Context: an optimization exercise on an open-source flow, tuned for small area, a short achievable clock period and few clock cycles. The choices shown serve that exercise and are no tape-out recipe.
Where RTL was checked, it was by simulation tests only, not by an equivalence proof against the original.
The RTL of runs 1 to 3 was laid out without a check of its function.
Power and IR drop assume default switching activity.

$ cat design.v
module ram_dp_async_read
#(parameter WIDTH = 8,
  parameter DEPTH = 16,
  parameter DEPTH_LOG = $clog2(DEPTH))
(
 input clk,
 input wr_n,
 input [DEPTH_LOG-1:0] addr_wr,
 input [DEPTH_LOG-1:0] addr_rd,
 input [WIDTH-1:0] data_wr,
 output [WIDTH-1:0] data_rd
);
    reg [WIDTH-1:0] ram [0:DEPTH-1];
    always @(posedge clk) begin
        if(wr_n) begin
            ram[addr_wr] <= data_wr;
        end
    end
    assign data_rd = ram[addr_rd];
endmodule
module dec2to4(
        input  [1:0] a,
        output [3:0] y
);
    assign y[0] = ~a[1] & ~a[0];
    assign y[1] = ~a[1] &  a[0];
    assign y[2] =  a[1] & ~a[0];
    assign y[3] =  a[1] &  a[0];
endmodule
module sel4x16(
        input  [3:0]  s,
        input  [15:0] d0,
        input  [15:0] d1,
        input  [15:0] d2,
        input  [15:0] d3,
        output [15:0] y
);
    assign y = ({16{s[0]}} & d0) | ({16{s[1]}} & d1) |
               ({16{s[2]}} & d2) | ({16{s[3]}} & d3);
endmodule
module top_fsm(
        input clk,
        input rst_n,
        input        ram_in_we,
        input [4 :0] ram_in_addr_wr,
        input [7 :0] ram_in_data_wr,
        input [3 :0] ram_out_addr_rd,
        output [15:0] ram_out_data_rd,
        input opmode_in,
        output reg done_out
);
    reg [7:0] ram_in [0:31];
    reg [15:0] ram_out [0:15];
    integer i;
    always @(posedge clk) begin
        if (ram_in_we)
            ram_in[ram_in_addr_wr] <= ram_in_data_wr;
    end
    always @(posedge clk) begin
        if (opmode_in)
            for (i = 0; i < 16; i = i + 1)
                ram_out[i] <= {ram_in[2*i], ram_in[2*i+1]};
    end
    wire [3:0]  sel_lo, sel_hi;
    wire [15:0] grp0, grp1, grp2, grp3;
    dec2to4 u_dec_lo (.a(ram_out_addr_rd[1:0]), .y(sel_lo));
    dec2to4 u_dec_hi (.a(ram_out_addr_rd[3:2]), .y(sel_hi));
    sel4x16 u_grp0 (.s(sel_lo), .d0(ram_out[0]),  .d1(ram_out[1]),  .d2(ram_out[2]),  .d3(ram_out[3]),  .y(grp0));
    sel4x16 u_grp1 (.s(sel_lo), .d0(ram_out[4]),  .d1(ram_out[5]),  .d2(ram_out[6]),  .d3(ram_out[7]),  .y(grp1));
    sel4x16 u_grp2 (.s(sel_lo), .d0(ram_out[8]),  .d1(ram_out[9]),  .d2(ram_out[10]), .d3(ram_out[11]), .y(grp2));
    sel4x16 u_grp3 (.s(sel_lo), .d0(ram_out[12]), .d1(ram_out[13]), .d2(ram_out[14]), .d3(ram_out[15]), .y(grp3));
    sel4x16 u_word (.s(sel_hi), .d0(grp0), .d1(grp1), .d2(grp2), .d3(grp3), .y(ram_out_data_rd));
    always @(posedge clk or negedge rst_n) begin
        if (!rst_n)
            done_out <= 1'b0;
        else if (opmode_in)
            done_out <= 1'b1;
    end
endmodule
$ cat run.sh
#!/bin/bash
# synth_recipe.tcl (not shown) runs the flow's synth.tcl, then flattens the netlist and writes it again
# the make line also repeats each setting of config.mk as NAME=value (left out here)
make -C /OpenROAD-flow-scripts/flow DESIGN_CONFIG=/design/flow/config.mk WORK_HOME=/design/flow/orfs CLKGATE_MAP_FILE= SYNTH_SCRIPT=/design/flow/synth_recipe.tcl finish
$ cat config.mk
export PLATFORM = sky130hd
export DESIGN_NAME = top_fsm
export DESIGN_NICKNAME = top_fsm
export VERILOG_FILES = /design/flow/design.v
export SDC_FILE = /design/flow/constraint.sdc
export NUM_CORES = 4
export LEC_CHECK = 0
export CAP_MARGIN = 20
export CORE_MARGIN = 2
export CORE_UTILIZATION = 60
export SETUP_SLACK_MARGIN = 1.5
export SLEW_MARGIN = 20
export SYNTH_HIERARCHICAL = 1
$ cat constraint.sdc
create_clock -name core_clock -period 4.5 [get_ports {clk}]
set_input_delay 0.9000 -clock core_clock [delete_from_list [all_inputs] [get_ports {clk}]]
set_output_delay 0.9000 -clock core_clock [all_outputs]
set_load 0.01 [all_outputs]
==> notes.md, run 1 <==
* Status: complete, no violations
* Clock latency on the worst-skew pair at between 0.5 and 0.6 ns
* Cells after synthesis at 852
* Port Buf Inserts at 37
* Final instance area at ~21000 µm²
* Core box area at ~30000 µm²
* Post-synth cell types at 21
* Post-Synthesis Net Count at between 800 and 900
* DP Wirelength at between 15000 and 20000 µm
* Gpl congestion at 0.761
* Residual DRC at 0
* Total GRT Usage at around 25%
* Vias at 8463
* Count leader, synth: edfxtp_1
* Final setup TNS at 0 ns
* Die area at between 30000 and 40000 µm²
* Max Freq at between 300 and 400 MHz
* CP max stage cell: a22oi_2
* Mapped Area at 18100 µm²
* Total gr overflow at 0
* Clk slew on worst S/H paths at roughly 0.060 ns
* Die W at roughly 180 µm
* Cell Chain, Critical Path: buf_12 -> nor2b_4 -> buf_6 -> buf_16 -> a22oi_2 -> nand2_1 -> a22oi_2 -> nand2_1 -> buf_2
* Cell Rows at 63
* Hold-fix buffers, CTS at 0
* Area share of the largest cell type after synthesis at between 80% and 90%
* Final setup violation count at 0
* Fin nets at a little under 1000
* Via/cell ratio at a little over 6
* Worst VDD drop at just over 400 µV
* CTS Buf Count at a little under 50
* Final ANT Viol Nets at 0
* Starting density of the core at about three fifths
* Min-Delay Path Class: reg2reg
* Register area share after synthesis at 85.3%
* FFs w/ async S/R, synth at less than 1%
* Share of cells above drive strength 1 at around 29%
* Fin. Hold Viols at 0
* Cell taking the most area after synthesis: edfxtp_1
* Worst Setup Start Kind: primary input
* Area contributors post-synth: edfxtp_1 (85%), a22oi_2 (4.9%), a22oi_1 (3.7%)
* Clock tree buffer depth at 3
* Syn. warnings at 9
* Pins over their slew limit at 0
* Area Growth Syn to Fin at 17.2%
* Crit path required time at around 3.6 ns
* Mean routed wirelength per cell at around 28 µm
* Final worst path period share at 72.5%
* Dpl ws at ~0.32 ns
* Die height at 177 µm
* Mean post-synth cell area at 21.2 µm²
* Detailed-route wire length at slightly below 40000 µm
* Crit. End Element: output pin
* EDFF count, synth at about 510
* Static leakage at approximately 7.0 nW
* RSZ-0062 raised after global routing: true
* CTS tree: done
* Clock sinks at between 500 and 600
* Post-synth top cells: edfxtp_1 (512), a22oi_1 (90), nand2_1 (82)
* First-pass GRT wire length at 55400 µm
* Pin count of the biggest net entering global routing at between 90 and 100
* Main flop type after synthesis: edfxtp_1
* # IOs at 38
* Skew final at between 0.01 and 0.015 ns
* Synth Register Bits at 513
* Critical-path maximum fanout at 6
* ANT cells at 0
* PwrDens at 462 nW/µm²
* WP data arrival at approximately 2.4 ns
* PnR worst setup slack at between 1 and 1.5 ns
* Hold slack final at about 0.41 ns
* Final core occ at 71.4%
* Antenna violations before repair at 0
* Drt pass-1 iters at 5
* Crit Path Class: in2out
* Crit-path max cell delay at between 0.3 and 0.4 ns
* Slew HR at around 28%
* Minimum clock period at 3.26 ns
* Slew @ Worst Pin at approximately 1.1 ns
* Max cap viols at 0
* Number of global-route vias before repair at approximately 8500
* Drt first-iter violations at slightly above 900
* Post-place instance area at about 19000 µm²
* H-Tree Depth at 2
* CTS root buffer: clkbuf_16
[Yosys stat by module, one instance, submodules excluded]
module   copies in the design  cells  flip-flops and latches
sel4x16                     5     56                       0
dec2to4                     2      4                       0
top_fsm                     1    564                     513
[cells in the final DEF (no fill, tap or decap), types with 2 or more instances in the layout]
cell type          n
edfxtp_1         512
a22oi_2          114
nand2_1           76
clkbuf_16         54
a22oi_1           46
buf_4             37
nor2_1            25
clkdlybuf4s50_1   16
buf_12            13
buf_6             13
buf_2             11
clkbuf_1          10
buf_16            10
clkinv_1           8
nor3_1             7
nand2_2            6
clkbuf_8           5
clkinv_2           5
nand2b_1           4
buf_8              4
nand4b_1           3
nand4bb_1          3
and2_4             2
and2b_4            2
bufinv_16          2
and2_2             2
dlygate4sd2_1      2
[state kept, by name (all words and copies together), names as in the netlist]
register / cells
ram_out: 256
ram_in: 256
done_out: 1
[through the flow]
step	power [mW]	cells
after floorplan	5.70	852
after global placement	5.91	1270
after detailed placement	5.93	1270
after CTS	9.82	1385
after global routing	10.1	1392
final	9.78	1392
[metal layers]
metal  global-route usage (%)  routed length [µm]  up-vias
met2                     40.2               19100      327
met5                        0                   0        -
met4                     9.15                1140        0
met3                     5.18                2940       59
met1                     34.9               15600     4393
li1                         -                   -     3684
[final timing paths]
| path | cells after the start | slack, ns | endpoint | startpoint |
|---|---|---|---|---|
| worst min register to register | 0 | 0.41 | ram_out[7][0] | ram_in[15][0] |
| worst max register to register | 1 | 3.73 | done_out | done_out |
| worst max-delay path | 9 | 1.24 | ram_out_data_rd[14] | ram_out_addr_rd[1] |
| worst min-delay path | 0 | 0.41 | ram_out[7][0] | ram_in[15][0] |
| max in group asynchronous | 1 | 3.91 | done_out | rst_n |
| min in group asynchronous | 1 | 0.49 | done_out | rst_n |
[critical path: cells and delay by family]
kind / cells / cell delay (ns)
AO/OA/AOI/OAI: 2 / 0.51
AND/OR/NAND/NOR: 3 / 0.38
buffers and inverters: 4 / 0.57
[cell type report]
type                            instances  area, µm²
Timing Repair Buffer                  109       1330
Multi-Input combinational cell        298       2440
Clock buffer                           66       1380
Fill cell                            1791       8480
Clock inverter                         16        124
Sequential cell                       513      15400
Tap cell                              390        488
[power breakdown]
group / total [mW] / leakage (nW) / internal (mW) / switching [mW]
Sequential: 5.39 / 4.82 / 5.36 / 0.0350
Clock: 3.85 / 0.741 / 2.25 / 1.60
Combinational: 0.537 / 1.48 / 0.202 / 0.335
[logic make-up (layout without fill, tap and decap cells)]
kind of cell	after synthesis	in the layout	synth area share, %
and+or+nand+nor	135	138	3.36
buffers and inverters	44	191	2.73
DFF	513	513	85.3
AOI/OAI and AO/OA	160	160	8.60
[timing repair]
item / 4_1_cts / 5_1_grt
setup endpoints to repair: 16 / 16
cloned: 13 / 3
buffers inserted: 20 / 3
resized for setup: 152 / 19
pin swaps: 68 / 29
==> inputs of run 2 (changes only) <==
--- a/config.mk
+++ b/config.mk
@@ -7,7 +7,9 @@
 export LEC_CHECK = 0
 export CAP_MARGIN = 20
 export CORE_MARGIN = 2
-export CORE_UTILIZATION = 60
+export CORE_UTILIZATION = 75
+export CTS_CLUSTER_DIAMETER = 80
+export CTS_CLUSTER_SIZE = 30
 export SETUP_SLACK_MARGIN = 1.5
 export SLEW_MARGIN = 20
 export SYNTH_HIERARCHICAL = 1
==> notes.md, run 2 <==
* Post-synth top cells: edfxtp_1 (512), a22oi_1 (90), nand2_1 (82)
* Status: complete, no violations
* Clock latency on the worst-skew pair at 0.54 ns (about the same)
* Gpl congestion at 0.881 (+16%)
* Worst Setup Start Kind: primary input
* Worst R2R Path Depth at 1 (unchanged)
* CTS Buf Count at 21 (-57%)
* WP data arrival at 2.41 ns (+0.05 ns)
* Post-synth cell types at 21 (unchanged)
* Setup slack, reg-to-reg at 3.72 ns (about the same)
* Final worst path period share at 73.5% (+0.95 points)
* Register area share after synthesis at 85.3% (unchanged)
* Crit. End Element: output pin
* R2r startpoint: done_out
* Critical-path maximum fanout at 8 (+2)
* CTS tree: done
* Skew final at 0.0279 ns (+0.0156 ns)
* # IOs at 38 (unchanged)
* Syn. warnings at 9 (unchanged)
* Area contributors post-synth: edfxtp_1 (85%), a22oi_2 (4.9%), a22oi_1 (3.7%)
* Final ANT Viol Nets at 0 (unchanged)
* Most used cell, CP: nand2_1
* Clk slew on worst S/H paths at 0.10 ns (+0.04 ns)
* Cell Chain, Critical Path: buf_8 -> nor2b_4 -> buf_12 -> buf_6 -> buf_16 -> a22oi_2 -> nand2_1 -> a22oi_1 -> nand2_1 -> buf_2
* Cells after synthesis at 852 (unchanged)
* FFs w/ async S/R, synth at 0.195% (unchanged)
* Mapped Area at 18100 µm² (unchanged)
* Drt first-iter violations at 1113 (+19%)
* Via/cell ratio at 6.74 (+11%)
* Clock tree buffer depth at 3 (unchanged)
* H-Tree Depth at 1 (-1)
* Commonest non-fill, non-tap cell in the layout: edfxtp_1
* Number of global-route vias before repair at 8419 (-0.41%)
* Mean post-synth cell area at 21.2 µm² (unchanged)
* Static leakage at 6.43 nW (-8.7%)
* Port Buf Inserts at 37 (unchanged)
* Hold-fix buffers, CTS at 0 (unchanged)
* Minimum clock period at 3.31 ns (+0.0428 ns)
* Biggest regs: ram_in: 256 flops, ram_out: 256 flops, done_out: 1 flops
* Clock power frac at 27.0% (-12 points)
* Worst VDD drop at 601 µV (+49%)
* Commonest non-fill, non-tap cells in the layout: edfxtp_1 (512), a22oi_2 (111), nand2_1 (65), a22oi_1 (49), buf_4 (26)
* Crit Path Class: in2out
* Area share of the largest cell type after synthesis at 85.2% (unchanged)
* Sw power at 1.67 mW (-15%)
* RSZ-0062 raised after global routing: true
* Inst Count DP at 1188 (-6.5%)
* DP Wirelength at 19900 µm (+2.1%)
* # fillers at 1018 (-43%)
* Synth Register Bits at 513 (unchanged)
* RR Endpoint: done_out
* Drt pass-1 iters at 5 (unchanged)
* Min-Delay Path Class: reg2reg
* Setup crit end: ram_out_data_rd[14]
* Crit path required time at 3.60 ns (about the same)
* Post-Layout Cell Count at 1245 (-11%)
* First-pass GRT wire length at 53600 µm (-3.2%)
* Crit path launch: ram_out_addr_rd[1]
* Max Freq at 303 MHz (-1.3%)
* Main flop type after synthesis: edfxtp_1
* Core box area at 23500 µm² (-21%)
* Total GRT Usage at 29.4% (+4.3 points)
* Pin count of the biggest net entering global routing at 113 (+18%)
* CP max stage cell: a22oi_1
* Die W at 159 µm (-10%)
* Sw Share at 20.6% (+0.47 points)
* Final setup violation count at 0 (unchanged)
* Fin. Hold Viols at 0 (unchanged)
* Internal at 6.41 mW (-18%)
* Comb pwr share at 6.3% (+0.8 points)
* Sequential Power Share at 66.7% (+12 points)
* Post-Synthesis Net Count at 873 (unchanged)
* Detailed-route wire length at 36900 µm (-4.7%)
* Cell taking the most area after synthesis: edfxtp_1
* Final setup TNS at 0 ns (unchanged)
* Die area at 25300 µm² (-20%)
* Crit-path max cell delay at 0.21 ns (-0.12 ns)
* Max cap viols at 0 (unchanged)
* Residual DRC at 0 (unchanged)
* Count leader, synth: edfxtp_1
* Slew @ Worst Pin at 1.06 ns (-0.00947 ns)
* Pins over their slew limit at 0 (unchanged)
* Share of cells above drive strength 1 at 25.1% (-3.6 points)
* Final core occ at 84.4% (+13 points)
* Vias at 8397 (-0.78%)
* EDFF count, synth at 512 (unchanged)
* Antenna violations before repair at 1 (+1)
* Total gr overflow at 0 (unchanged)
* Area Growth Syn to Fin at 10.1%
* Clock sinks at 513 (unchanged)
* PwrDens at 407 nW/µm² (-12%)
* Fin nets at 940 (-5.2%)
* Slew HR at 28.9% (+0.63 points)
* CTS root buffer: clkbuf_16
* Mean routed wirelength per cell at 29.7 µm (+6.5%)
* Die height at 159 µm (-10%)
* Starting density of the core at 76.7% (+16 points)
* Cell Rows at 56 (-11%)
run 2: cell counts after synthesis:
No cell type changed its count.
run 2: stage by stage:
step	setup WS (ns)	total power, mW	hold slack [ns]	instance area (µm²)
2_1_floorplan	1.72	5.70	0.400	18100
3_5_place_dp	0.277	5.91	0.405	18600
5_1_grt	1.20	8.26	0.414	19900
4_1_cts	1.27	8.07	0.418	19800
6_report	1.19	8.08	0.423	19900
3_3_place_gp	0.365	5.89	0.400	18600
run 2: layout make-up:
| cell class | instances | area, µm² | area share, % |
|---|---|---|---|
| clock buffer | 28 | 552 | 2.78 |
| timing repair buffer | 88 | 1060 | 5.32 |
| antenna | 1 | 2.50 | 0.0126 |
| multi-input combinational | 295 | 2430 | 12.2 |
| tap | 319 | 399 | 2.01 |
| sequential | 513 | 15400 | 77.5 |
| clock inverter | 1 | 30.0 | 0.151 |
run 2: how the worst min path moves through the flow:
stage                              from              to  slack, ns  cells past startpoint
after CTS                 ram_in[31][0]  ram_out[15][0]       0.42                      0
after detailed placement  ram_in[29][3]  ram_out[14][3]       0.40                      0
after floorplan            ram_in[1][0]   ram_out[0][0]       0.40                      0
final                     ram_in[31][0]  ram_out[15][0]       0.42                      0
after global routing      ram_in[31][0]  ram_out[15][0]       0.41                      0
after global placement    ram_in[27][5]  ram_out[13][5]       0.40                      0
run 2: cells by family after synthesis:
family	after synthesis	share of synthesized area [%]
DFF	513	85.3
AOI/OAI and AO/OA	160	8.60
and+or+nand+nor	135	3.36
buffers and inverters	44	2.73
run 2: what timing repair did:
item,CTS,global route
setup endpoints to repair,16,16
pin swaps,56,30
gates resized for setup,139,17
buffers inserted,14,4
gates cloned,9,0
run 2: power by group through the flow:
stage / Combinational, mW / Sequential, mW / Clock (mW)
2_1_floorplan: 0.218 / 5.48 / 0
3_3_place_gp: 0.405 / 5.48 / 0
3_5_place_dp: 0.420 / 5.49 / 0
4_1_cts: 0.490 / 5.39 / 2.19
5_1_grt: 0.531 / 5.40 / 2.33
6_report: 0.507 / 5.39 / 2.18
run 2: critical path, delay by kind of cell:
| family | cells | cell delay [ns] |
|---|---|---|
| AO/OA/AOI/OAI | 2 | 0.41 |
| AND/OR/NAND/NOR | 3 | 0.39 |
| buffers and inverters | 5 | 0.69 |
run 2: per-module statistics from Yosys, one instance, submodules excluded:
module / cells inside / cell area, µm² / flops+latches
dec2to4: 4 / 26.3 / 0
sel4x16: 56 / 464 / 0
top_fsm: 564 / 15700 / 513
run 2: layer usage:
| metal | wire (µm) | vias up | global-route usage (%) |
|---|---|---|---|
| met3 | 4040 | 81 | 4.98 |
| li1 | - | 3532 | - |
| met2 | 18400 | 552 | 48.6 |
| met4 | 1010 | 0 | 7.56 |
| met5 | 0 | - | 0 |
| met1 | 13500 | 4232 | 42.4 |
==> inputs of run 3 (changes only) <==
--- a/design.v
+++ b/design.v
@@ -27,16 +27,12 @@
     assign y[2] =  a[1] & ~a[0];
     assign y[3] =  a[1] &  a[0];
 endmodule
-module sel4x16(
-        input  [3:0]  s,
-        input  [15:0] d0,
-        input  [15:0] d1,
-        input  [15:0] d2,
-        input  [15:0] d3,
-        output [15:0] y
+module sel4(
+        input  [3:0] s,
+        input  [3:0] d,
+        output       y
 );
-    assign y = ({16{s[0]}} & d0) | ({16{s[1]}} & d1) |
-               ({16{s[2]}} & d2) | ({16{s[3]}} & d3);
+    assign y = |(s & d);
 endmodule
 module top_fsm(
         input clk,
@@ -61,15 +57,24 @@
             for (i = 0; i < 16; i = i + 1)
                 ram_out[i] <= {ram_in[2*i], ram_in[2*i+1]};
     end
-    wire [3:0]  sel_lo, sel_hi;
-    wire [15:0] grp0, grp1, grp2, grp3;
-    dec2to4 u_dec_lo (.a(ram_out_addr_rd[1:0]), .y(sel_lo));
-    dec2to4 u_dec_hi (.a(ram_out_addr_rd[3:2]), .y(sel_hi));
-    sel4x16 u_grp0 (.s(sel_lo), .d0(ram_out[0]),  .d1(ram_out[1]),  .d2(ram_out[2]),  .d3(ram_out[3]),  .y(grp0));
-    sel4x16 u_grp1 (.s(sel_lo), .d0(ram_out[4]),  .d1(ram_out[5]),  .d2(ram_out[6]),  .d3(ram_out[7]),  .y(grp1));
-    sel4x16 u_grp2 (.s(sel_lo), .d0(ram_out[8]),  .d1(ram_out[9]),  .d2(ram_out[10]), .d3(ram_out[11]), .y(grp2));
-    sel4x16 u_grp3 (.s(sel_lo), .d0(ram_out[12]), .d1(ram_out[13]), .d2(ram_out[14]), .d3(ram_out[15]), .y(grp3));
-    sel4x16 u_word (.s(sel_hi), .d0(grp0), .d1(grp1), .d2(grp2), .d3(grp3), .y(ram_out_data_rd));
+    genvar b, g, q;
+    generate
+        for (q = 0; q < 4; q = q + 1) begin : g_quad
+            wire [3:0] sel_lo, sel_hi;
+            dec2to4 u_dec_lo (.a(ram_out_addr_rd[1:0]), .y(sel_lo));
+            dec2to4 u_dec_hi (.a(ram_out_addr_rd[3:2]), .y(sel_hi));
+            for (b = 4*q; b < 4*q + 4; b = b + 1) begin : g_bit
+                wire [3:0] grp;
+                for (g = 0; g < 4; g = g + 1) begin : g_grp
+                    sel4 u_lo (.s(sel_lo),
+                               .d({ram_out[4*g+3][b], ram_out[4*g+2][b],
+                                   ram_out[4*g+1][b], ram_out[4*g][b]}),
+                               .y(grp[g]));
+                end
+                sel4 u_hi (.s(sel_hi), .d(grp), .y(ram_out_data_rd[b]));
+            end
+        end
+    endgenerate
     always @(posedge clk or negedge rst_n) begin
         if (!rst_n)
             done_out <= 1'b0;
==> notes.md, run 3 <==
* # IOs at 38 (unchanged)
* Hold-fix buffers, CTS at 0 (unchanged)
* Slew HR at 27.3% (-1.7 points)
* Post-Synthesis Net Count at 857 (-1.8%)
* Critical-path maximum fanout at 16 (+8)
* Sequential Power Share at 66.7% (about the same)
* Area contributors post-synth: edfxtp_1 (88%), a22oi_1 (6.9%), nand2_1 (1.8%)
* Post-place instance area at 18300 µm² (-1.8%)
* Antenna violations before repair at 0 (-1)
* Clock sinks at 513 (unchanged)
* Commonest non-fill, non-tap cells in the layout: edfxtp_1 (512), a22oi_2 (97), nand2_1 (80), a22oi_1 (63), nor2_1 (25)
* Worst VDD drop at 635 µV (+5.7%)
* Drt first-iter violations at 1189 (+6.8%)
* Fin. Hold Viols at 0 (unchanged)
* Clock power frac at 27.2% (+0.2 points)
* Biggest regs: ram_in: 256 flops, ram_out: 256 flops, done_out: 1 flops
* EDFF count, synth at 512 (unchanged)
* Final setup violation count at 0 (unchanged)
* Die height at 156 µm (-1.8%)
* FFs w/ async S/R, synth at 0.195% (unchanged)
* Clk slew on worst S/H paths at 0.11 ns (about the same)
* Total GRT Usage at 29.9% (+0.52 points)
* CTS Buf Count at 21 (unchanged)
* Area Growth Syn to Fin at 14.5%
* Syn. warnings at 8 (-1)
* Register area share after synthesis at 88.6% (+3.2 points)
* Cell taking the most area after synthesis: edfxtp_1
* H-Tree Depth at 1 (unchanged)
* Cell Rows at 55 (-1.8%)
* Sw power at 1.66 mW (-0.42%)
* Via/cell ratio at 6.94 (+2.9%)
* Post-synth top cells: edfxtp_1 (512), a22oi_1 (160), nand2_1 (82)
* Crit-path max cell delay at 0.35 ns (+0.14 ns)
* Hold slack final at 0.413 ns (-0.0103 ns)
* Skew final at 0.0254 ns (-0.00242 ns)
* CP max stage cell: a22oi_1
* ANT cells at 0 (-1)
* Final instance area at 19900 µm² (+0.24%)
* Final ANT Viol Nets at 0 (unchanged)
* Clock latency on the worst-skew pair at 0.55 ns (about the same)
* CTS root buffer: clkbuf_16
* Final worst path period share at 73.5% (about the same)
* Crit Path Class: in2out
* Main flop type after synthesis: edfxtp_1
* CTS tree: done
* Dpl ws at -0.164 ns (-0.441 ns)
* Comb pwr share at 6.1% (-0.2 points)
* Slew @ Worst Pin at 1.09 ns (+0.0251 ns)
* WP data arrival at 2.41 ns (about the same)
* Starting density of the core at 76.6% (-0.10 points)
* Commonest non-fill, non-tap cell in the layout: edfxtp_1
* Mean routed wirelength per cell at 29.4 µm (-0.78%)
* Die W at 156 µm (-1.8%)
* Area share of the largest cell type after synthesis at 88.4% (+3.2 points)
* Detailed-route wire length at 36400 µm (-1.4%)
* Post-synth cell types at 19 (-9.5%)
* Count leader, synth: edfxtp_1
* Crit path required time at 3.60 ns (about the same)
* Port Buf Inserts at 37 (unchanged)
* Drt pass-1 iters at 5 (unchanged)
* Die area at 24400 µm² (-3.6%)
* Max cap viols at 0 (unchanged)
* Pins over their slew limit at 0 (unchanged)
* PwrDens at 406 nW/µm² (-0.20%)
* Min-Delay Path Class: reg2reg
* Fin nets at 965 (+2.7%)
* Mean post-synth cell area at 20.8 µm² (-1.8%)
* Static leakage at 6.52 nW (+1.5%)
* Minimum clock period at 3.31 ns (+0.00249 ns)
* Sw Share at 20.5% (-0.093 points)
* Max Freq at 302 MHz (about the same)
* RSZ-0062 raised after global routing: true
* Crit. End Element: output pin
* PnR worst setup slack at 1.19 ns (-0.00249 ns)
* Clock tree buffer depth at 3 (unchanged)
* Total gr overflow at 0 (unchanged)
* Core box area at 22700 µm² (-3.5%)
* DP Wirelength at 19700 µm (-0.95%)
* Worst Setup Start Kind: primary input
* Gpl congestion at 0.891 (+1.1%)
* Share of cells above drive strength 1 at 24.6% (-0.50 points)
* Mapped Area at 17400 µm² (-3.7%)
* Synth Register Bits at 513 (unchanged)
* Cell Chain, Critical Path: buf_16 -> buf_16 -> buf_4 -> nor2_4 -> buf_12 -> a22oi_1 -> nand2_1 -> a22oi_2 -> nand2_1 -> buf_2
* Internal at 6.42 mW (+0.15%)
* Cells after synthesis at 836 (-1.9%)
* Residual DRC at 0 (unchanged)
* Status: complete, no violations
* Vias at 8588 (+2.3%)
* First-pass GRT wire length at 52000 µm (-3.1%)
* Pin count of the biggest net entering global routing at 119 (+5.3%)
* Number of global-route vias before repair at 8392 (-0.32%)
==> run 3: metal layers <==
metal  global-route usage [%]  vias up  routed length, µm
met5                        0        -                  0
met4                     7.99        0               1130
met3                     4.32       89               3360
met2                     50.6      592              18400
met1                     42.6     4294              13500
li1                         -     3613                  -
==> run 3: power by group through the flow <==
| stage | Combinational [mW] | Sequential (mW) | Clock (mW) |
|---|---|---|---|
| after floorplan | 0.153 | 5.48 | 0 |
| final | 0.491 | 5.39 | 2.20 |
| after detailed placement | 0.369 | 5.49 | 0 |
| after CTS | 0.459 | 5.39 | 2.20 |
| after global placement | 0.354 | 5.49 | 0 |
| after global routing | 0.518 | 5.40 | 2.36 |
==> run 3: cells by family (layout without fill, tap and decap cells) <==
logic type	after synthesis	in the layout	synth area share (%)
flip-flops	513	513	88.6
AO/OA/AOI/OAI	160	160	6.91
AND/OR/NAND/NOR	159	165	4.40
buffers and inverters	4	114	0.137
==> run 3: path summary, 6_finish.rpt <==
kind	startpoint	endpoint	slack (ns)	cells after the start
worst min-delay path	ram_in[25][4]	ram_out[12][4]	0.41	0
max in group asynchronous	rst_n	done_out	3.93	1
worst max register to register	done_out	done_out	3.72	1
worst min register to register	ram_in[25][4]	ram_out[12][4]	0.41	0
min in group asynchronous	rst_n	done_out	0.48	1
worst max-delay path	ram_out_addr_rd[1]	ram_out_data_rd[5]	1.19	10
==> run 3: area by class of cell <==
cell class	count	area, µm²
clock buffers	29	556
well taps	285	357
flip-flops and latches	513	15400
repair buffers	83	966
multi-input cells	325	2600
fillers	834	2800
clock inverters	2	38.8
==> run 3: timing repair <==
item / 4_1_cts / 5_1_grt
gates cloned: 12 / 1
pin swaps: 61 / 59
buffers inserted: 20 / 1
resized for setup: 202 / 42
setup endpoints to repair: 16 / 16
==> run 3: modules after synthesis (local to each module, per instance) <==
module	times used	flip-flops and latches	area (µm²)	cells
sel4	80	0	18.8	3
dec2to4	8	0	26.3	4
top_fsm	1	513	15700	564
==> run 3: through the flow <==
stage | std cells | total power [mW] | util (%) | TNS (ns)
after detailed placement | 1172 | 5.86 | 80.4 | -0.853
after CTS | 1235 | 8.05 | 86.8 | 0
after floorplan | 836 | 5.63 | - | 0
after global placement | 1172 | 5.84 | 80.5 | -0.0593
after global routing | 1237 | 8.28 | 87.7 | 0
final | 1237 | 8.08 | 87.7 | 0
==> run 3: worst max-delay path: cells and delay by family <==
family | cells | cell delay (ns)
AOI/OAI and AO/OA | 2 | 0.56
buffers and inverters | 5 | 0.67
and+or+nand+nor | 3 | 0.28
==> inputs of run 4 (changes only) <==
==> design.v (replaced) <==
module ram_dp_async_read
#(parameter WIDTH = 8,
  parameter DEPTH = 16,
  parameter DEPTH_LOG = $clog2(DEPTH))
(
 input clk,
 input wr_n,
 input [DEPTH_LOG-1:0] addr_wr,
 input [DEPTH_LOG-1:0] addr_rd,
 input [WIDTH-1:0] data_wr,
 output [WIDTH-1:0] data_rd
);
    reg [WIDTH-1:0] ram [0:DEPTH-1];
    always @(posedge clk) begin
        if(wr_n) begin
            ram[addr_wr] <= data_wr;
        end
    end
    assign data_rd = ram[addr_rd];
endmodule
module top_fsm(
        input clk,
        input rst_n,
        input        ram_in_we,
        input [4 :0] ram_in_addr_wr,
        input [7 :0] ram_in_data_wr,
        input [3 :0] ram_out_addr_rd,
        output [15:0] ram_out_data_rd,
        input opmode_in,
        output reg done_out
);
    reg [7:0] ram_in [0:31];
    reg [15:0] ram_out [0:15];
    integer i, j;
    always @(posedge clk) begin
        if (ram_in_we)
            ram_in[ram_in_addr_wr] <= ram_in_data_wr;
    end
    always @(posedge clk) begin
        if (opmode_in)
            for (i = 0; i < 16; i = i + 1)
                ram_out[i] <= {ram_in[2*i], ram_in[2*i+1]};
    end
    reg [3:0]  sel_lo, sel_hi;
    reg [15:0] grp [0:3];
    reg [15:0] rd;
    always @(*) begin
        for (j = 0; j < 4; j = j + 1) begin
            sel_lo[j] = (ram_out_addr_rd[1:0] == j);
            sel_hi[j] = (ram_out_addr_rd[3:2] == j);
        end
        for (i = 0; i < 4; i = i + 1) begin
            grp[i] = 16'd0;
            for (j = 0; j < 4; j = j + 1)
                grp[i] = grp[i] | ({16{sel_lo[j]}} & ram_out[4*i+j]);
        end
        rd = 16'd0;
        for (i = 0; i < 4; i = i + 1)
            rd = rd | ({16{sel_hi[i]}} & grp[i]);
    end
    assign ram_out_data_rd = rd;
    always @(posedge clk or negedge rst_n) begin
        if (!rst_n)
            done_out <= 1'b0;
        else if (opmode_in)
            done_out <= 1'b1;
    end
endmodule
--- a/config.mk
+++ b/config.mk
@@ -7,9 +7,6 @@
 export LEC_CHECK = 0
 export CAP_MARGIN = 20
 export CORE_MARGIN = 2
-export CORE_UTILIZATION = 75
-export CTS_CLUSTER_DIAMETER = 80
-export CTS_CLUSTER_SIZE = 30
+export CORE_UTILIZATION = 60
 export SETUP_SLACK_MARGIN = 1.5
 export SLEW_MARGIN = 20
-export SYNTH_HIERARCHICAL = 1
==> notes.md, run 4 <==
* Status: complete, no violations
* Simple logic cell fraction of the synthesized area at 1.69% (-2.7 points)
* Residual DRC at 0 (unchanged)
* Clock tree buffer depth at 3 (unchanged)
* Commonest non-fill, non-tap cells in the layout: edfxtp_1 (512), mux4_2 (59), clkbuf_16 (51), nor2_1 (33), buf_4 (32)
* Via/cell ratio at 5.84 (-16%)
* Post-place instance area at 18500 µm² (+1.1%)
* Post-synth top cells: edfxtp_1 (512), mux4_2 (54), nor2_1 (34)
* Starting density of the core at 61.1% (-15 points)
* CTS tree: done
* Final ANT Viol Nets at 0 (unchanged)
* Cells after synthesis at 697 (-17%)
* Final setup TNS at 0 ns (unchanged)
* Critical-path maximum fanout at 7 (-9)
* Sequential Power Share at 55.1% (-12 points)
* Crit path required time at 3.60 ns (about the same)
* Share of cells above drive strength 1 at 27.1% (+2.5 points)
* XOR/XNOR Fraction of Synth Area at 0% (unchanged)
* Total gr overflow at 0 (unchanged)
* Gpl congestion at 0.723 (-19%)
* Cell Rows at 62 (+13%)
* RSZ-0062 raised after global routing: true
* Crit Path Class: in2out
* Final setup violation count at 0 (unchanged)
* DP Wirelength at 17600 µm (-10%)
* FFs w/ async S/R, synth at 0.195% (unchanged)
* Mean routed wirelength per cell at 26.2 µm (-11%)
* PwrDens at 476 nW/µm² (+17%)
* Fin nets at 840 (-13%)
* Clock sinks at 513 (unchanged)
* Dpl ws at 0.551 ns (+0.714 ns)
* Max Freq at 308 MHz (+1.9%)
* Number of global-route vias before repair at 7628 (-9.1%)
* Clock power frac at 40.6% (+13 points)
* Port Buf Inserts at 37 (unchanged)
* Post-synth cell types at 22 (+3)
* Antenna violations before repair at 0 (unchanged)
* Area Growth Syn to Fin at 16.9%
* Pins over their slew limit at 0 (unchanged)
* Total GRT Usage at 22.1% (-7.8 points)
* Drt pass-1 iters at 4 (-1)
* Final worst path period share at 72.2% (-1.4 points)
* First-pass GRT wire length at 48200 µm (-7.3%)
* PnR worst setup slack at 1.25 ns (+0.0612 ns)
* Vias at 7238 (-16%)
* Mux cell area share after synthesis at 8.41% (+8.4 points)
* # IOs at 38 (unchanged)
* Synth Register Bits at 513 (unchanged)
* Max cap viols at 0 (unchanged)
* Compound-Gate Fraction of Synth Area at 1.37% (-5.5 points)
* Register area share after synthesis at 87.6% (-0.99 points)
* CTS Buf Count at 49 (+130%)
* ANT cells at 0 (unchanged)
* Hold slack final at 0.404 ns (-0.00905 ns)
* CTS root buffer: clkbuf_16
* WP data arrival at 2.35 ns (-0.06 ns)
* Total power at 9.78 mW (+21%)
* Min-Delay Path Class: reg2reg
* Die W at 175 µm (+12%)
* Area contributors post-synth: edfxtp_1 (87%), mux4_2 (6.9%), mux4_1 (1.5%)
* Inst Count DP at 1117 (-4.7%)
* Worst Setup Start Kind: primary input
* EDFF count, synth at 512 (unchanged)
* Sw power at 1.89 mW (+14%)
* Internal at 7.89 mW (+23%)
* Sw Share at 19.3% (-1.2 points)
* Area share of the largest cell type after synthesis at 87.4% (-0.99 points)
* Drt first-iter violations at 739 (-38%)
* Clock latency on the worst-skew pair at 0.55 ns (about the same)
* Minimum clock period at 3.25 ns (-0.0612 ns)
* Final core occ at 71.4% (-16 points)
* Main flop type after synthesis: edfxtp_1
* Comb pwr share at 4.4% (-1.7 points)
* Clk slew on worst S/H paths at 0.06 ns (-0.05 ns)
* Cell taking the most area after synthesis: edfxtp_1
* Slew HR at 31.3% (+4.0 points)
* Worst VDD drop at 483 µV (-24%)
* Detailed-route wire length at 32500 µm (-11%)
* Post-Synthesis Net Count at 718 (-16%)
* # fillers at 1698 (+100%)
* Hold-fix buffers, CTS at 0 (unchanged)
* Die area at 30700 µm² (+26%)
* Largest family of logic cells by synthesized area: multiplexers
* Fin. Hold Viols at 0 (unchanged)
* Skew final at 0.0214 ns (-0.00408 ns)
* Commonest non-fill, non-tap cell in the layout: edfxtp_1
* Core box area at 28800 µm² (+27%)
* H-Tree Depth at 2 (+1)
* Mean post-synth cell area at 25.2 µm² (+21%)
* Die height at 175 µm (+12%)
* Crit. End Element: output pin
* Post-Layout Cell Count at 1240 (+0.24%)
* Pin count of the biggest net entering global routing at 135 (+13%)
* Post-Synth Adder-Cell Area at 0% (unchanged)
* Final instance area at 20600 µm² (+3.2%)
* Syn. warnings at 3 (-5)
* Static leakage at 6.76 nW (+3.7%)
* Count leader, synth: edfxtp_1
* Mapped Area at 17600 µm² (+1.1%)
* Slew @ Worst Pin at 1.03 ns (-0.0566 ns)
* Biggest regs: ram_in: 256 flops, ram_out: 256 flops, done_out: 1 flops
==> run 4: kinds of logic after synthesis <==
group | after synthesis
DFF | 513
AOI/OAI and AO/OA | 32
and+or+nand+nor | 66
buffers and inverters | 22
muxes | 64
==> run 4: routing by layer <==
layer | GRT usage [%] | wire length (µm) | vias up
met4 | 5.80 | 606 | 0
met5 | 0 | 0 | -
met2 | 36.1 | 16300 | 207
met1 | 31.9 | 14100 | 3826
met3 | 3.72 | 1540 | 46
li1 | - | - | 3159
==> run 4: power by group through the flow <==
stage / Sequential (mW) / Combinational, mW / Clock [mW]
global placement: 5.48 / 0.375 / 0
detailed placement: 5.48 / 0.381 / 0
finish: 5.38 / 0.430 / 3.97
floorplan: 5.47 / 0.166 / 0
global route: 5.39 / 0.459 / 4.24
CTS: 5.38 / 0.432 / 4.04
==> run 4: what timing repair did <==
action / in CTS / in global routing
endpoints found under the setup margin: 16 / 16
cloned: 5 / 0
pin swaps: 26 / 6
gates resized for setup: 107 / 10
buffers inserted: 26 / 4
==> run 4: critical path, cell delays in order <==
cell     delay, ns
buf_16        0.16
buf_16        0.14
buf_8         0.10
mux4_2        0.51
a22oi_2       0.24
nand2_1       0.13
buf_2         0.15
==> run 4: path summary, 6_finish.rpt <==
check | startpoint | end | slack (ns) | cells after the start
max reg2reg | done_out | done_out | 3.71 | 1
max | ram_out_addr_rd[0] | ram_out_data_rd[10] | 1.25 | 7
min reg2reg | ram_in[18][3] | ram_out[9][11] | 0.40 | 0
max in group asynchronous | rst_n | done_out | 3.90 | 1
min | ram_in[18][3] | ram_out[9][11] | 0.40 | 0
min in group asynchronous | rst_n | done_out | 0.50 | 1
==> run 4: final cells by class <==
class                      count  area, µm²  share of cell area (%)
clock inverter                25        246                    1.20
tap                          384        480                    2.34
sequential                   513      15400                    74.9
clock buffer                  63       1320                    6.43
multi-input combinational    162       2110                    10.3
timing repair buffer          93        996                    4.85
Testbench counts of run 4, summed over its fixed seeds: cycles 5,207.
==> inputs of run 5 (changes only) <==
--- a/config.mk
+++ b/config.mk
@@ -8,5 +8,7 @@
 export CAP_MARGIN = 20
 export CORE_MARGIN = 2
 export CORE_UTILIZATION = 60
+export CTS_CLUSTER_DIAMETER = 80
+export CTS_CLUSTER_SIZE = 30
 export SETUP_SLACK_MARGIN = 1.5
 export SLEW_MARGIN = 20
==> notes.md, run 5 <==
* H-Tree Depth at 1 (-1)
* PwrDens at 409 nW/µm² (-14%)
* Max Freq at 304 MHz (-1.2%)
* Antenna violations before repair at 0 (unchanged)
* Cell taking the most area after synthesis: edfxtp_1
* Slew @ Worst Pin at 1.05 ns (+0.0193 ns)
* Fin. Hold Viols at 0 (unchanged)
* Final setup violation count at 0 (unchanged)
* Worst VDD drop at 338 µV (-30%)
* Pins over their slew limit at 0 (unchanged)
* CTS tree: done
* Pin count of the biggest net entering global routing at 135 (unchanged)
* Final worst path period share at 73.0% (+0.85 points)
* Most used cell, CP: buf_16
* Clk slew on worst S/H paths at 0.11 ns (+0.05 ns)
* Main flop type after synthesis: edfxtp_1
* Minimum clock period at 3.28 ns (+0.0381 ns)
* EDFF count, synth at 512 (unchanged)
* Mean routed wirelength per cell at 27.0 µm (+3.0%)
* CTS Buf Count at 21 (-57%)
* Register area share after synthesis at 87.6% (unchanged)
* Final ANT Viol Nets at 0 (unchanged)
* Area contributors post-synth: edfxtp_1 (87%), mux4_2 (6.9%), mux4_1 (1.5%)
* # fillers at 1779 (+4.8%)
* Clock latency on the worst-skew pair at 0.55 ns (about the same)
* Drt first-iter violations at 757 (+2.4%)
* Commonest non-fill, non-tap cells in the layout: edfxtp_1 (512), mux4_2 (60), nor2_1 (33), buf_4 (29), a22oi_2 (28)
* Biggest regs: ram_in: 256 flops, ram_out: 256 flops, done_out: 1 flops
* CTS root buffer: clkbuf_16
* Clock tree buffer depth at 3 (unchanged)
* First-pass GRT wire length at 47000 µm (-2.6%)
* Min-Delay Path Class: reg2reg
* Share of cells above drive strength 1 at 24.8% (-2.3 points)
* Largest family of logic cells by synthesized area: multiplexers
* Syn. warnings at 3 (unchanged)
* Starting density of the core at 61.1% (unchanged)
* Crit Path Class: in2out
* Worst Setup Start Kind: primary input
* Mean post-synth cell area at 25.2 µm² (unchanged)
* Cells after synthesis at 697 (unchanged)
* Slew HR at 29.8% (-1.5 points)
* Die area at 30700 µm² (unchanged)
* FFs w/ async S/R, synth at 0.195% (unchanged)
* Crit path buf inv count at 4 (unchanged)
* Mapped Area at 17600 µm² (unchanged)
* Residual DRC at 0 (unchanged)
* Skew final at 0.0143 ns (-0.00708 ns)
* Post-synth cell types at 22 (unchanged)
* Simple logic cell fraction of the synthesized area at 1.69% (unchanged)
* ANT cells at 0 (unchanged)
* Critical-path maximum fanout at 7 (unchanged)
* Area Growth Syn to Fin at 12.0%
* Mux cell area share after synthesis at 8.41% (unchanged)
* Final setup TNS at 0 ns (unchanged)
* CP max stage cell: mux4_2
* Static leakage at 6.31 nW (-6.7%)
* Max cap viols at 0 (unchanged)
* Hold slack final at 0.421 ns (+0.0166 ns)
* Post-synth top cells: edfxtp_1 (512), mux4_2 (54), nor2_1 (34)
* Gpl congestion at 0.723 (unchanged)
* Cell Rows at 62 (unchanged)
* WP data arrival at 2.38 ns (+0.03 ns)
* RSZ-0062 raised after global routing: true
* Crit path required time at 3.60 ns (about the same)
* Post-Synthesis Net Count at 718 (unchanged)
* Compound-Gate Fraction of Synth Area at 1.37% (unchanged)
* Cell Chain, Critical Path: buf_16 -> buf_16 -> buf_6 -> mux4_2 -> a22oi_2 -> nand2_1 -> buf_2
* Clock sinks at 513 (unchanged)
* Crit-path max cell delay at 0.51 ns (about the same)
* Post-Layout Cell Count at 1186 (-4.4%)
* Die height at 175 µm (unchanged)
* PnR worst setup slack at 1.22 ns (-0.0381 ns)
* Top delay family on crit path: buffers and inverters
* Drt pass-1 iters at 5 (+1)
* Port Buf Inserts at 37 (unchanged)
* Total gr overflow at 0 (unchanged)
* Dpl ws at 0.551 ns (unchanged)
* Via/cell ratio at 5.91 (+1.2%)
* XOR/XNOR Fraction of Synth Area at 0% (unchanged)
* Status: complete, no violations
* Die W at 175 µm (unchanged)
* Area share of the largest cell type after synthesis at 87.4% (unchanged)
* Synth Register Bits at 513 (unchanged)
* Count leader, synth: edfxtp_1
* Core box area at 28800 µm² (unchanged)
* Inst Count DP at 1117 (unchanged)
* # IOs at 38 (unchanged)
* Post-Synth Adder-Cell Area at 0% (unchanged)
* Total GRT Usage at 21.6% (-0.58 points)
* Fin nets at 815 (-3.0%)
* Commonest non-fill, non-tap cell in the layout: edfxtp_1
* Crit. End Element: output pin
* Detailed-route wire length at 32000 µm (-1.5%)
* Vias at 7007 (-3.2%)
* Number of global-route vias before repair at 7255 (-4.9%)
* DP Wirelength at 17600 µm (unchanged)
## run 5: cell types whose count changed in the layout (fill, tap and decap cells not counted), sizes merged
cell    delta
clkinv    -17
bufinv     -5
clkbuf    -36
buf        +4
## run 5: power by group
group / switching, mW / internal, mW
clock: 1.33 / 0.899
combinational: 0.254 / 0.191
sequential: 0.0254 / 5.35
## run 5: cells by family (layout without fill, tap and decap cells)
| family | after synthesis | count (layout) |
|---|---|---|
| DFF | 513 | 513 |
| and+or+nand+nor | 66 | 66 |
| muxes | 64 | 64 |
| AOI/OAI and AO/OA | 32 | 32 |
| buffers and inverters | 22 | 127 |
## run 5: path summary, 6_finish.rpt
kind / startpoint / to / slack (ns) / depth (start not counted)
max in group asynchronous: rst_n / done_out / 3.91 / 1
worst min-delay path: ram_in[15][4] / ram_out[7][4] / 0.42 / 0
min in group asynchronous: rst_n / done_out / 0.49 / 1
worst max register to register: done_out / done_out / 3.70 / 1
worst min register to register: ram_in[15][4] / ram_out[7][4] / 0.42 / 0
worst max-delay path: ram_out_addr_rd[0] / ram_out_data_rd[10] / 1.22 / 7
## run 5: per-stage QoR
| step | instance area (µm²) | util, % | power, mW |
|---|---|---|---|
| after floorplan | 17600 | - | 5.64 |
| after global placement | 18500 | 64.2 | 5.85 |
| after detailed placement | 18500 | 64.2 | 5.86 |
| after CTS | 19600 | 68.1 | 8.09 |
| after global routing | 19700 | 68.4 | 8.30 |
| final | 19700 | 68.4 | 8.05 |
## run 5: area by class of cell
cell class | instances | area (µm²) | area share [%]
Clock buffer | 28 | 562 | 2.85
Clock inverter | 3 | 32.5 | 0.165
Multi-Input combinational cell | 162 | 2140 | 10.9
Sequential cell | 513 | 15400 | 78.2
Tap cell | 384 | 480 | 2.44
Timing Repair Buffer | 96 | 1080 | 5.49
## run 5: timing repair
item / 4_1_cts / 5_1_grt
setup endpoints to repair: 16 / 16
setup buffers: 24 / 7
gates resized for setup: 120 / 11
hold buffers: 0 / 0
cloned: 7 / 0
pin swaps: 32 / 6
## run 5: layer usage
metal	wire, µm	track usage, %	vias to the layer above
li1	-	-	3076
met1	14000	31.7	3725
met2	16000	35.5	169
met3	1600	3.42	37
met4	473	3.85	0
met5	0	0	-
==> inputs of run 6 (changes only) <==
--- a/config.mk
+++ b/config.mk
@@ -7,7 +7,7 @@
 export LEC_CHECK = 0
 export CAP_MARGIN = 20
 export CORE_MARGIN = 2
-export CORE_UTILIZATION = 60
+export CORE_UTILIZATION = 88
 export CTS_CLUSTER_DIAMETER = 80
 export CTS_CLUSTER_SIZE = 30
 export SETUP_SLACK_MARGIN = 1.5
==> notes.md, run 6 <==
* Area contributors post-synth: edfxtp_1 (87%), mux4_2 (6.9%), mux4_1 (1.5%)
* Port Buf Inserts at 37 (unchanged)
* Die W at 145 µm (-17%)
* Status: stopped before the end
* First Error: [ERROR DPL-0033] detailed placement checks failed during check placement.
* Register area share after synthesis at 87.6% (unchanged)
* Post-synth cell types at 22 (unchanged)
* Syn. warnings at 3 (unchanged)
* Cell taking the most area after synthesis: edfxtp_1
* Cell Rows at 51 (-18%)
* FFs w/ async S/R, synth at 0.195% (unchanged)
* Failed at: 3_5_place_dp
* Mapped Area at 17600 µm² (unchanged)
* Mean post-synth cell area at 25.2 µm² (unchanged)
* Main flop type after synthesis: edfxtp_1
* Cells after synthesis at 697 (unchanged)
* DP Wirelength at 25300 µm (+43%)
* Synth Register Bits at 513 (unchanged)
* Starting density of the core at 90.1% (+29 points)
* EDFF count, synth at 512 (unchanged)
* Area share of the largest cell type after synthesis at 87.4% (unchanged)
* Post-Synthesis Net Count at 718 (unchanged)
* Count leader, synth: edfxtp_1
* # IOs at 38 (unchanged)
* Die height at 145 µm (-17%)
* Post-synth top cells: edfxtp_1 (512), mux4_2 (54), nor2_1 (34)
* Gpl congestion at 0.772 (+6.7%)
-- run 6: cell counts after synthesis --
No cell type changed its count.
-- run 6: worst max-delay path by stage --
stage                  startpoint             endpoint  depth (start not counted)
2_1_floorplan  ram_out_addr_rd[0]  ram_out_data_rd[10]                          5
3_3_place_gp   ram_out_addr_rd[0]  ram_out_data_rd[14]                          6
-- run 6: cells by family after synthesis --
kind of cell | synth area share [%]
DFF | 87.6
and+or+nand+nor | 1.69
muxes | 8.41
AOI/OAI and AO/OA | 1.37
buffers and inverters | 0.968
-- run 6: power groups by stage --
stage	clock network (mW)	logic (mW)	registers (mW)
after floorplan	0	0.166	5.47
after global placement	0	0.348	5.48
-- run 6: stage by stage --
step / power [mW] / worst slack (ns) / area [µm²] / instances / hold slack, ns
2_1_floorplan: 5.64 / 1.57 / 17600 / 697 / 0.400
3_3_place_gp: 5.82 / 0.549 / 18300 / 993 / 0.400
==> inputs of run 7 (changes only) <==
--- a/config.mk
+++ b/config.mk
@@ -7,8 +7,9 @@
 export LEC_CHECK = 0
 export CAP_MARGIN = 20
 export CORE_MARGIN = 2
-export CORE_UTILIZATION = 88
+export CORE_UTILIZATION = 75
 export CTS_CLUSTER_DIAMETER = 80
 export CTS_CLUSTER_SIZE = 30
+export PLACE_DENSITY = 0.88
 export SETUP_SLACK_MARGIN = 1.5
 export SLEW_MARGIN = 20
==> notes.md, run 7 <==
* Core box area at between 20000 and 25000 µm²
* WP data arrival at between 2 and 2.5 ns
* Final setup TNS at 0 ns
* Cell taking the most area after synthesis: edfxtp_1
* Hold-fix buffers, CTS at 0
* Clock tree buffer depth at 3
* Starting density of the core at 75.6% (-14 points)
* ANT cells at 0
* Max cap viols at 0
* Total GRT Usage at 34.5%
* Crit Path Class: in2out
* Total power at 8.12 mW
* H-Tree Depth at 1
* Critical-path maximum fanout at 7
* Antenna violations before repair at 0
* PwrDens at around 410 nW/µm²
* Pin count of the biggest net entering global routing at 107
* Final worst path period share at between 70% and 80%
* Crit. End Element: output pin
* CTS root buffer: clkbuf_16
* Crit path required time at 3.60 ns
* Drt first-iter violations at around 1100
* Biggest regs: ram_in: 256 flops, ram_out: 256 flops, done_out: 1 flops
* Slew @ Worst Pin at 1.19 ns
* Slew HR at about a fifth
* Detailed-route wire length at approximately 40000 µm
* Gpl congestion at 0.741 (-4.0%)
* Mean routed wirelength per cell at about 36 µm
* Port Buf Inserts at 37 (unchanged)
* # IOs at 38 (unchanged)
* Die area at approximately 25000 µm²
* Worst Setup Start Kind: primary input
* Worst VDD drop at around 460 µV
* Number of global-route vias before repair at around 7900
* Post-synth cell types at 22 (unchanged)
* Syn. warnings at 3 (unchanged)
* Final ANT Viol Nets at 0
* Fin nets at around 820
* Drt pass-1 iters at 5
* Cells after synthesis at 697 (unchanged)
* CTS Buf Count at 21
* Commonest non-fill, non-tap cell in the layout: edfxtp_1
* Synth Register Bits at 513 (unchanged)
* Clock sinks at around 500
* Share of cells above drive strength 1 at roughly 26%
* Static leakage at between 6 and 7 nW
* Clk slew on worst S/H paths at between 0.1 and 0.15 ns
* First-pass GRT wire length at between 50000 and 60000 µm
* Via/cell ratio at 7.19
* Main flop type after synthesis: edfxtp_1
* Mapped Area at 17600 µm² (unchanged)
* Post-synth top cells: edfxtp_1 (512), mux4_2 (54), nor2_1 (34)
* Area Growth Syn to Fin at 11.7%
* Min-Delay Path Class: reg2reg
* # fillers at 883
* Die W at 157 µm (+8.1%)
* Fin. Hold Viols at 0
* Vias at around 8100
* Pins over their slew limit at 0
* Minimum clock period at 3.38 ns
* Max Freq at a little under 300 MHz
* RSZ-0062 raised after global routing: true
* DP Wirelength at 19600 µm (-23%)
* Commonest non-fill, non-tap cells in the layout: edfxtp_1 (512), mux4_2 (61), nor2_1 (34), buf_4 (32), a22oi_2 (29)
* FFs w/ async S/R, synth at 0.195% (unchanged)
* EDFF count, synth at 512 (unchanged)
* Final setup violation count at 0
* Cell Rows at 56 (+9.8%)
* Mean post-synth cell area at 25.2 µm² (unchanged)
* Status: complete, no violations
* Skew final at roughly 0.028 ns
* CTS tree: done
* Register area share after synthesis at 87.6% (unchanged)
* Die height at 157 µm (+8.1%)
* Area share of the largest cell type after synthesis at 87.4% (unchanged)
* Clock latency on the worst-skew pair at ~0.54 ns
* Post-Synthesis Net Count at 718 (unchanged)
* Total gr overflow at 0
* Count leader, synth: edfxtp_1
* Area contributors post-synth: edfxtp_1 (87%), mux4_2 (6.9%), mux4_1 (1.5%)
* Residual DRC at 0
## run 7: cell counts after synthesis
Identical to the previous run, type by type.
## run 7: cells by family after synthesis
family                 share of synthesized area [%]
AOI/OAI and AO/OA                               1.37
and+or+nand+nor                                 1.69
DFF                                             87.6
muxes                                           8.41
buffers and inverters                          0.968
## run 7: critical path: stages
cell and delay (ns):
buf_16 0.14, buf_16 0.16, buf_12 0.11, buf_16 0.13, mux4_2 0.53, a22oi_2 0.23, nand2_1 0.11, buf_2 0.16
## run 7: per-layer routing
| metal | vias to the layer above | global-route usage (%) | wire length (µm) |
|---|---|---|---|
| li1 | 3083 | - | - |
| met2 | 736 | 58.8 | 21000 |
| met1 | 4163 | 48.2 | 13700 |
| met3 | 115 | 5.07 | 4080 |
| met5 | - | 0 | 0 |
| met4 | 0 | 10.6 | 1650 |
## run 7: timing repair
action | 4_1_cts | 5_1_grt
gates cloned | 4 | 0
gates resized for setup | 135 | 11
pin swaps | 27 | 15
endpoints found under the setup margin | 16 | 16
buffers inserted | 42 | 4
## run 7: path summary, 6_finish.rpt
check | to | slack, ns | from | cells past startpoint
min | ram_out[3][0] | 0.43 | ram_in[7][0] | 0
max | ram_out_data_rd[11] | 1.12 | ram_out_addr_rd[0] | 8
max reg2reg | done_out | 3.63 | done_out | 1
min in group asynchronous | done_out | 0.52 | rst_n | 1
max in group asynchronous | done_out | 3.84 | rst_n | 1
min reg2reg | ram_out[3][0] | 0.43 | ram_in[7][0] | 0
## run 7: power by group
group,total [mW],switching [mW],internal (mW)
clock network,2.25,1.36,0.885
logic,0.478,0.280,0.198
registers,5.40,0.0455,5.35
## run 7: per-stage QoR
step	utilization (%)	hold slack (ns)	setup slack (ns)	cells	cell area, µm²
after detailed placement	78.9	0.405	0.721	1047	18300
final	84.5	0.427	1.12	1126	19600
after global routing	84.5	0.431	1.11	1126	19600
after floorplan	-	0.400	1.57	697	17600
after CTS	84.2	0.429	1.17	1122	19600
after global placement	78.9	0.400	0.747	1047	18400
## run 7: area by class of cell
class	count	area (µm²)	share of cell area, %
Sequential cell	513	15400	78.4
Timing Repair Buffer	103	1120	5.70
Tap cell	319	399	2.03
Multi-Input combinational cell	162	2140	10.9
Clock inverter	1	30.0	0.153
Clock buffer	28	552	2.81
==> inputs of run 8 (changes only) <==
==> config.mk (replaced) <==
export PLATFORM = sky130hd
export DESIGN_NAME = top_fsm
export DESIGN_NICKNAME = top_fsm
export VERILOG_FILES = /design/flow/design.v
export SDC_FILE = /design/flow/constraint.sdc
export NUM_CORES = 4
export LEC_CHECK = 0
export CAP_MARGIN = 0
export CORE_MARGIN = 2
export CORE_UTILIZATION = 75
export CTS_CLUSTER_DIAMETER = 80
export CTS_CLUSTER_SIZE = 30
export SETUP_SLACK_MARGIN = 1.5
export SLEW_MARGIN = 0
==> notes.md, run 8 <==
* Die height at 157 µm (unchanged)
* Detailed-route wire length at 34200 µm (-15%)
* Clock latency on the worst-skew pair at 0.56 ns (+0.02 ns)
* Final worst path period share at 71.6% (-3.5 points)
* ANT cells at 0 (unchanged)
* R2r startpoint: done_out
* H-Tree Depth at 1 (unchanged)
* PwrDens at 411 nW/µm² (-0.60%)
* Max Freq at 310 MHz (+4.9%)
* Gpl congestion at 0.739 (-0.31%)
* Mapped Area at 17600 µm² (unchanged)
* Commonest non-fill, non-tap cell in the layout: edfxtp_1
* Worst Setup Start Kind: primary input
* Total gr overflow at 0 (unchanged)
* Dpl ws at 0.493 ns (-0.228 ns)
* Syn. warnings at 3 (unchanged)
* Die area at 24700 µm² (unchanged)
* FFs w/ async S/R, synth at 0.195% (unchanged)
* Fin. Hold Viols at 0 (unchanged)
* Hold Path Depth at 0 (unchanged)
* Slew HR at 16.1% (-4.6 points)
* Core box area at 23300 µm² (unchanged)
* Count leader, synth: edfxtp_1
* Area contributors post-synth: edfxtp_1 (87%), mux4_2 (6.9%), mux4_1 (1.5%)
* Skew final at 0.0347 ns (+0.00635 ns)
* CTS root buffer: clkbuf_16
* Synth Register Bits at 513 (unchanged)
* Residual DRC at 0 (unchanged)
* Total GRT Usage at 29.0% (-5.5 points)
* # fillers at 981 (+11%)
* Crit path launch: ram_out_addr_rd[0]
* Final setup violation count at 0 (unchanged)
* Die W at 157 µm (unchanged)
* Starting density of the core at 75.6% (unchanged)
* Pins over their slew limit at 0 (unchanged)
* Hold-fix buffers, CTS at 0 (unchanged)
* CTS Buf Count at 21 (unchanged)
* Cells after synthesis at 697 (unchanged)
* Post-synth top cells: edfxtp_1 (512), mux4_2 (54), nor2_1 (34)
* Crit Path Class: in2out
* Static leakage at 6.25 nW (-1.3%)
* Setup slack, reg-to-reg at 3.67 ns (+0.04 ns)
* Biggest regs: ram_in: 256 flops, ram_out: 256 flops, done_out: 1 flops
* Mean routed wirelength per cell at 30.7 µm (-14%)
* Area share of the largest cell type after synthesis at 87.4% (unchanged)
* Crit. End Element: output pin
* Drt first-iter violations at 934 (-17%)
* Mean post-synth cell area at 25.2 µm² (unchanged)
* Vias at 7438 (-8.1%)
* Cell Rows at 56 (unchanged)
* RSZ-0062 raised after global routing: true
* CTS tree: done
* Final ANT Viol Nets at 0 (unchanged)
* PnR worst setup slack at 1.28 ns (+0.157 ns)
* First-pass GRT wire length at 49800 µm (-13%)
* Crit path required time at 3.60 ns (about the same)
* Worst VDD drop at 468 µV (+2.1%)
* Min-delay src: ram_in[1][1]
* Final setup TNS at 0 ns (unchanged)
* Main flop type after synthesis: edfxtp_1
* WP data arrival at 2.32 ns (-0.16 ns)
* Register area share after synthesis at 87.6% (unchanged)
* Fin nets at 806 (-1.9%)
* Worst R2R Path Depth at 1 (unchanged)
* Drt pass-1 iters at 6 (+1)
* Area Growth Syn to Fin at 11.0%
* Commonest non-fill, non-tap cells in the layout: edfxtp_1 (512), mux4_2 (63), nor2_1 (34), a22oi_2 (29), buf_4 (25)
* Min-Delay Path Class: reg2reg
* Clk slew on worst S/H paths at 0.10 ns (about the same)
* Hold Path Sink: ram_out[0][1]
* Cell taking the most area after synthesis: edfxtp_1
* Max cap viols at 0 (unchanged)
* Post-synth cell types at 22 (unchanged)
* Number of global-route vias before repair at 7448 (-5.3%)
* Pin count of the biggest net entering global routing at 128 (+20%)
* Antenna violations before repair at 0 (unchanged)
* RR Endpoint: done_out
* Share of cells above drive strength 1 at 23.8% (-2.1 points)
* Clock sinks at 513 (unchanged)
* # IOs at 38 (unchanged)
* DP Wirelength at 17700 µm (-9.8%)
* Via/cell ratio at 6.69 (-7.0%)
* Critical-path maximum fanout at 8 (+1)
* EDFF count, synth at 512 (unchanged)
* Status: complete, no violations
* Slew @ Worst Pin at 1.25 ns (+0.0695 ns)
* Post-Synthesis Net Count at 718 (unchanged)
* Minimum clock period at 3.22 ns (-0.157 ns)
* Storage element area at 15400 µm² (unchanged)
* Multi-input logic area at 2130 µm² (-0.70%)
* Port Buf Inserts at 37 (unchanged)
* Clock tree buffer depth at 3 (unchanged)
-- run 8: report_power, final --
| part | total (mW) | switching (mW) | internal (mW) |
|---|---|---|---|
| sequential | 5.38 | 0.0337 | 5.35 |
| clock | 2.20 | 1.31 | 0.889 |
| combinational | 0.445 | 0.258 | 0.187 |
-- run 8: metrics by stage --
step / instances / util, % / power, mW / area, µm² / hold slack (ns)
after global routing: 1112 / 84.0 / 8.21 / 19500 / 0.432
after CTS: 1111 / 83.9 / 8.04 / 19500 / 0.424
final: 1112 / 84.0 / 8.03 / 19500 / 0.423
after global placement: 1048 / 79.0 / 5.84 / 18400 / 0.400
after detailed placement: 1048 / 79.0 / 5.86 / 18400 / 0.405
after floorplan: 697 / - / 5.64 / 17600 / 0.400
-- run 8: what timing repair did --
item,4_1_cts,5_1_grt
endpoints found under the setup margin,16,16
setup buffers,26,1
gates resized for setup,131,3
cloned,6,0
pin swaps,31,2
-- run 8: final cells by class --
cell class                 count  share of cell area (%)
tap                          319                    2.04
clock buffer                  29                    2.84
clock inverter                 2                   0.199
timing repair buffer          87                    5.15
multi-input combinational    162                    10.9
sequential                   513                    78.9
-- run 8: kinds of logic after synthesis --
family | Yosys count | share of synthesized area (%)
buffers and inverters | 22 | 0.968
flip-flops | 513 | 87.6
AND/OR/NAND/NOR | 66 | 1.69
multiplexers | 64 | 8.41
AO/OA/AOI/OAI | 32 | 1.37
-- run 8: worst max path at each step --
stage          slack (ns)  depth (start not counted)                  end
2_1_floorplan        1.57                          5  ram_out_data_rd[10]
3_3_place_gp         0.49                          6   ram_out_data_rd[1]
3_5_place_dp         0.49                          6  ram_out_data_rd[11]
4_1_cts              1.30                          7   ram_out_data_rd[9]
5_1_grt              1.25                          7   ram_out_data_rd[5]
6_report             1.28                          7   ram_out_data_rd[5]
-- run 8: worst max-delay path: stages --
cell and delay, ns:
buf_16 0.17, buf_16 0.13, buf_12 0.12, mux4_2 0.54
a22oi_2 0.17, nand2_1 0.11, buf_2 0.15
-- run 8: per-layer routing --
metal,up-vias,wire [µm],GRT usage [%]
met4,0,875,6.23
met3,67,2670,4.16
li1,3048,-,-
met1,3872,13200,42.3
met5,-,0,0
met2,451,17400,48.9

==> re-timing with driven ports <==
No port has a modelled driver above. Below, the same layouts with a new extraction and two added sets of constraints. Step 1, drivers: a clkbuf_16 drives clk and a buf_2 each remaining input, both assumed. Step 2 adds t to the input delays and takes it off the output delays; t is the mean of the earliest and latest rising clock arrival at the registers after step 1. Input paths then give back, and output paths get back, about the clock's delay inside the block. a / b / c = no drivers / after step 1 / after step 2; a / b = the first two.
run | t, ns | slack for setup (ns) | cell pins on the clock port's net
run 1 | 0.598 | 1.237 / 1.182 / 1.146 | 1
run 2 | 0.574 | 1.195 / 1.149 / 1.149 | 1
run 3 | 0.583 | 1.192 / 1.021 / 1.021 | 1
run 4 | 0.595 | 1.253 / 1.160 / 1.155 | 1
run 5 | 0.587 | 1.215 / 1.122 / 1.122 | 1
run 7 | 0.581 | 1.121 / 1.038 / 0.982 | 1
run 8 | 0.591 | 1.278 / 1.052 / 1.052 | 1
After both steps setup and hold are still met in every run listed. The setup slack of run 8, which loses most, moves by -0.226 ns with the drivers and by -0.226 ns with both steps.
